Source: an optimization exercise on an open RTL-to-GDS flow (aim: small area and a short achievable clock period). Production flows keep margins and buffers that such runs may drop.
The RTL was checked by simulation tests, not by an equivalence proof against the original design.

**flow/config.mk**
```make
export PLATFORM = sky130hd
export DESIGN_NAME = mul
export DESIGN_NICKNAME = mul
export VERILOG_FILES = /design/flow/design.v
export SDC_FILE = /design/flow/constraint.sdc
export NUM_CORES = 4
export LEC_CHECK = 0
export CAP_MARGIN = 20
export CORE_MARGIN = 2
export CORE_UTILIZATION = 40
export SLEW_MARGIN = 20
```
**flow/constraint.sdc**
```tcl
create_clock -name core_clock -period 10.5 [get_ports {clk}]
set_input_delay 2.1000 -clock core_clock [delete_from_list [all_inputs] [get_ports {clk}]]
set_output_delay 2.1000 -clock core_clock [all_outputs]
set_load 0.01 [all_outputs]
```
**flow/design.v**
```verilog
module mul(clk,reset,opcode,go,
	   src_A,
	   src_B,
	   src_hilo,
	   rob_ptr_in,
	   gpr_prf_ptr_in,
	   hilo_prf_ptr_in,
	   y,complete,
	   rob_ptr_out,
	   gpr_prf_ptr_val_out,
	   gpr_prf_ptr_out,
	   hilo_prf_ptr_val_out,
	   hilo_prf_ptr_out);
   input logic clk;
   input logic reset;
   input logic [7:0] opcode;   
   input logic go;
   input logic [31:0] src_A;
   input logic [31:0] src_B;
   input logic [63:0] src_hilo;
   input logic [5-1:0] rob_ptr_in;
   input logic [6-1:0] gpr_prf_ptr_in;
   input logic [2-1:0] hilo_prf_ptr_in;
   output logic [63:0] 			  y;
   output logic 			  complete;
   output logic [5-1:0] rob_ptr_out;
   output logic 		      gpr_prf_ptr_val_out;
   output logic [6-1:0] gpr_prf_ptr_out;
   output logic 			   hilo_prf_ptr_val_out;
   output logic [2-1:0] hilo_prf_ptr_out;
   logic [63:0] 			   r_mul[2:0];
   logic [2:0] 			   r_complete;
   logic [2:0] 			   r_do_madd;
   logic [2:0] 			   r_do_msub;
   logic [2:0] 			   r_hilo_val;
   logic [2-1:0] 	   r_hilo_ptr[2:0];
   logic [2:0] 			   r_gpr_val;
   logic [6-1:0] 	   r_gpr_ptr[2:0];
   logic [63:0] 		   r_madd[2:0];
   logic [5-1:0] 	   r_rob_ptr[2:0];
   logic [63:0] 			   t_mul;
   assign complete = r_complete[2];
   assign rob_ptr_out = r_rob_ptr[2];
   assign gpr_prf_ptr_val_out = r_gpr_val[2];
   assign gpr_prf_ptr_out = r_gpr_ptr[2];
   assign hilo_prf_ptr_val_out = r_hilo_val[2];
   assign hilo_prf_ptr_out = r_hilo_ptr[2];
   always_comb
     begin
	y = r_mul[2];
	if(r_do_madd[2])
	  begin
	     y = r_mul[2] + r_madd[2];
	  end
	else if(r_do_msub[2])
	  begin
	     y = r_madd[2] - r_mul[2];
	  end
     end
   always_comb
     begin
	if(opcode == 8'd12)
	  begin
	     t_mul = src_A * src_B;
	  end
	else
	  begin
	     t_mul = $signed(src_A) * $signed(src_B);
	  end
     end
   always_ff@(posedge clk)
     begin
	if(reset)
	  begin
	     for(integer i = 0; i <= 2; i=i+1)
	       begin
		  r_mul[i] <= 'd0;
		  r_rob_ptr[i] <= 'd0;
		  r_gpr_ptr[i] <= 'd0;
		  r_hilo_ptr[i] <= 'd0;
		  r_madd[i] <= 'd0;
	       end
	     r_complete <= 'd0;
	     r_do_madd <= 'd0;
	     r_do_msub <= 'd0;
	     r_gpr_val <= 'd0;
	     r_hilo_val <= 'd0;
	  end
	else
	  begin
	     for(integer i = 0; i <= 2; i=i+1)
	       begin
		  if(i == 0)
		    begin
		       r_mul[0] <= t_mul;
		       r_do_madd[0] <= go & (opcode == 8'd66);
		       r_do_msub[0] <= go & (opcode == 8'd69);
		       r_complete[0] <= go;
		       r_rob_ptr[0] <= rob_ptr_in;
		       r_gpr_val[0] <= go && (opcode == 8'd68);
		       r_hilo_val[0] <= go && (opcode != 8'd68);
		       r_gpr_ptr[0] <= gpr_prf_ptr_in;
		       r_hilo_ptr[0] <= hilo_prf_ptr_in;
		       r_madd[0] <= src_hilo;
		    end
		  else
		    begin
		       r_mul[i] <= r_mul[i-1];
		       r_do_madd[i] <= r_do_madd[i-1];
		       r_do_msub[i] <= r_do_msub[i-1];
		       r_complete[i] <= r_complete[i-1];
		       r_rob_ptr[i] <= r_rob_ptr[i-1];
		       r_gpr_val[i] <= r_gpr_val[i-1];
		       r_hilo_val[i] <= r_hilo_val[i-1];
		       r_gpr_ptr[i]  <= r_gpr_ptr[i-1];
		       r_hilo_ptr[i] <= r_hilo_ptr[i-1];
		       r_madd[i] <= r_madd[i-1];
		    end
	       end
	  end
     end  
endmodule
```
**flow/run.sh**
```bash
#!/bin/bash
# synth_recipe.tcl (not shown) runs the flow's synth.tcl, then flattens the netlist and writes it again
# the make line also repeats each setting of config.mk as NAME=value (left out here)
make -C /OpenROAD-flow-scripts/flow DESIGN_CONFIG=/design/flow/config.mk WORK_HOME=/design/flow/orfs CLKGATE_MAP_FILE= SYNTH_SCRIPT=/design/flow/synth_recipe.tcl finish
```
==> out/results.ini <==
[sta]
rsz0062_at_grt = no
tightest_slew_ns = 0.868
hold_viol = 0
finalSetupViolations = 0
finClkSkew_ns = 0.0181
slew_viol_final = 0
whs_ns = 0.426
min_period_over_period_pct = 96.0
fmax_mhz = 99.2
slew_headroom_pct = 42.1
period_minus_slack_ns = 10.08

[clocking]
htree_num_levels = 2
cts_tree = done
numClockSinks = 438
clk_path_buf_depth = 3
cts_hold_buf = 0
clk_pin_slew_ns = 0.07
clockRootBuffer = clkbuf_16
post-cts-setup-buffers = 0
cts.repair.resized = 0
cts_buffers = 41
clock_latency_ns = 0.57

[final_layout]
layout_commonest_cell = inv_1
nFillCells = 17300
area_delta_synth_final_pct = 11.9
mostFrequentLayoutCells = inv_1 (1703), fa_1 (1474), nand2_1 (702)
final_layout_size_suffix_gt1_share_pct = 5.42
finalNetCount = 10300
fin_cells = 10500

[placed_design]
dp_hpwl_um = 181000
portBuffers = 231
numPlacedInstances = 10400
gp_congestion = 0.956

[global_route]
antenna_found_initial = 6
grt_overflow = 0
grt_pass1_vias = 57600
grt_pass1_wl_um = 335000
grt_max_degree = 139
track_usage_pct = 23.1

[logic_synthesis]
ys_seq_area_share_pct = 12.2
synth_area_mm2 = 0.0721
async_flop_share_pct = 0
ys.flop_type = dfxtp_1
syn_inst = 7887
netlist.area_leader.share_pct = 40.9
synth_fp_nets = 10000
syn_avg_cell_area_um2 = 9.15
synth_edf_count = 0
synth_area_leaders = fa_1 (41%), dfxtp_1 (12%), ha_1 (8.9%), inv_1 (8.9%), and2_1 (4.5%)
yosysTopAreaCell = fa_1
synth_seq_cells = 438
yosysWarnings = 6
synthDistinctLibCells = 88

[setup_path]
critical_path_required_ns = 10.91
reg2reg_to = r_madd[2][14]
cp-end-kind = flip-flop
cp_max_fo = 10
critical_path_class = primary input to flip-flop
worst_setup_path_start_kind = primary input
reg2regPathDepth = 1
arrival_ns = 10.49
cp_slowest_stage_delay_ns = 0.69
critPathSlowestCell = nor3_1
path_common_cell = fa_1
r2r_start = r_madd[1][14]
cp-startpoint = src_B[2]
regToRegSetupSlack_ns = 9.88

[drt]
wl_met2_um = 92900
final_antenna_net_count = 0
route.detailed.drc = 0
wl_met3_um = 15200
top_layer_used = met4
vias = 53500
post_drt_wl_per_cell_um = 20.1
via_per_inst = 5.08
first_pass_iters = 8
wirelength_met1_um = 98700
routed_wl_um = 211000
first_iter_violations = 3540

[floorplan]
dieArea_mm2 = 0.184
dieWidth_um = 429
num_rows = 155
fp.coreArea_mm2 = 0.179
initial_core_util_pct = 40.3
io_pins = 232
die_y_um = 429

[min_path]
whs_path_depth = 1
hp-class = flip-flop to flip-flop
min_from = r_mul[1][47]
min_to = r_mul[2][47]

[job]
maxCapViolations = 0

[outcome]
status = no timing/DRC/antenna violations

==> synth_stat cells, types with 29 or more instances <==
| master | n |
|---|---|
| and2_1 | 524 |
| fa_1 | 1474 |
| a211oi_1 | 58 |
| xnor2_1 | 172 |
| nand2_1 | 702 |
| and3_1 | 29 |
| o21ai_0 | 148 |
| xor2_1 | 55 |
| nor2b_1 | 437 |
| clkbuf_1 | 342 |
| inv_1 | 1703 |
| nor3_1 | 47 |
| dfxtp_1 | 438 |
| a31oi_1 | 29 |
| a21oi_1 | 320 |
| nand4_1 | 33 |
| nand3_1 | 66 |
| o21bai_1 | 44 |
| nor2_1 | 225 |
| nand2b_1 | 38 |
| a21o_1 | 114 |
| ha_1 | 513 |
==> state kept, by name (all words and copies together), names as in the netlist <==
signal / cells
r_hilo_val: 3
r_rob_ptr: 15
r_gpr_ptr: 18
r_gpr_val: 3
r_madd: 192
r_do_msub: 3
r_mul: 192
r_hilo_ptr: 6
r_complete: 3
r_do_madd: 3
==> worst max path at each step <==
stage / endpoint
2_1_floorplan: r_mul[0][61]
3_3_place_gp: r_mul[0][45]
3_5_place_dp: r_mul[0][61]
4_1_cts: r_mul[0][61]
5_1_grt: r_mul[0][61]
6_report: r_mul[0][62]
==> logic make-up after synthesis <==
group | share of synthesized area (%)
flip-flops | 12.2
XOR/XNOR | 2.76
buffers and inverters | 10.9
multiplexers | 0.312
AO/OA/AOI/OAI | 8.34
adder cells (fa/ha/maj) | 49.8
AND/OR/NAND/NOR | 15.8
==> area by class of cell <==
cell class	instances	area, um^2	area share [%]
diodes	3	7.51	0.00930
repair buffers	564	5640	6.98
well taps	2355	2950	3.65
flip-flops and latches	438	8770	10.9
multi-input cells	5369	55500	68.8
inverters	1713	6430	7.96
clock inverters	24	297	0.367
clock buffers	49	1110	1.37
==> layer usage <==
| metal | global-route usage, % | up-vias |
|---|---|---|
| met3 | 3.77 | 208 |
| met2 | 36.1 | 1716 |
| met1 | 33.8 | 27200 |
| met4 | 4.55 | 0 |
| met5 | 0 | - |
| li1 | - | 24300 |
==> metrics by stage <==
stage          utilization, %  instance area (um^2)  setup TNS (ns)  worst slack (ns)
6_report                 45.2                 80700               0             0.418
5_1_grt                  45.2                 80700               0            0.0224
4_1_cts                  45.2                 80700               0             0.448
3_5_place_dp             44.4                 79300          -0.428            -0.133
3_3_place_gp             44.4                 79300          -0.160           -0.0974
2_1_floorplan               -                 72100               0             0.894
==> worst max-delay path: cells and delay by family <==
family / cells / cell delay (ns)
and+or+nand+nor: 3 / 0.96
AOI/OAI and AO/OA: 10 / 1.95
adders and majority gates: 9 / 4.33
buffers and inverters: 8 / 1.15

==> afterwards: timing with drivers on the ports <==
The results above use ideal ports. As a check the final layout listed here was re-extracted and re-timed, cells and wires unchanged. Step 1 assumes that a clkbuf_16 drives the clock port and a buf_2 every other input. Step 2 also shifts input and output timing later by t, the mid clock arrival at the registers, as if the neighbouring blocks saw the same clock. a / b / c = no drivers / after step 1 / after step 2; a / b = the first two.
t (ns): 0.625
slack for setup (ns): 0.418 / 0.457 / -0.168
worst setup path at the end: input to register
worst slew at a driven data input, ns: 0.18
pins driven straight from the clock port: 1
Met with ideal ports but missed after step 2: setup timing in this run. For this run, drivers alone change the setup slack by +0.039 ns; drivers and shift together by -0.586 ns.
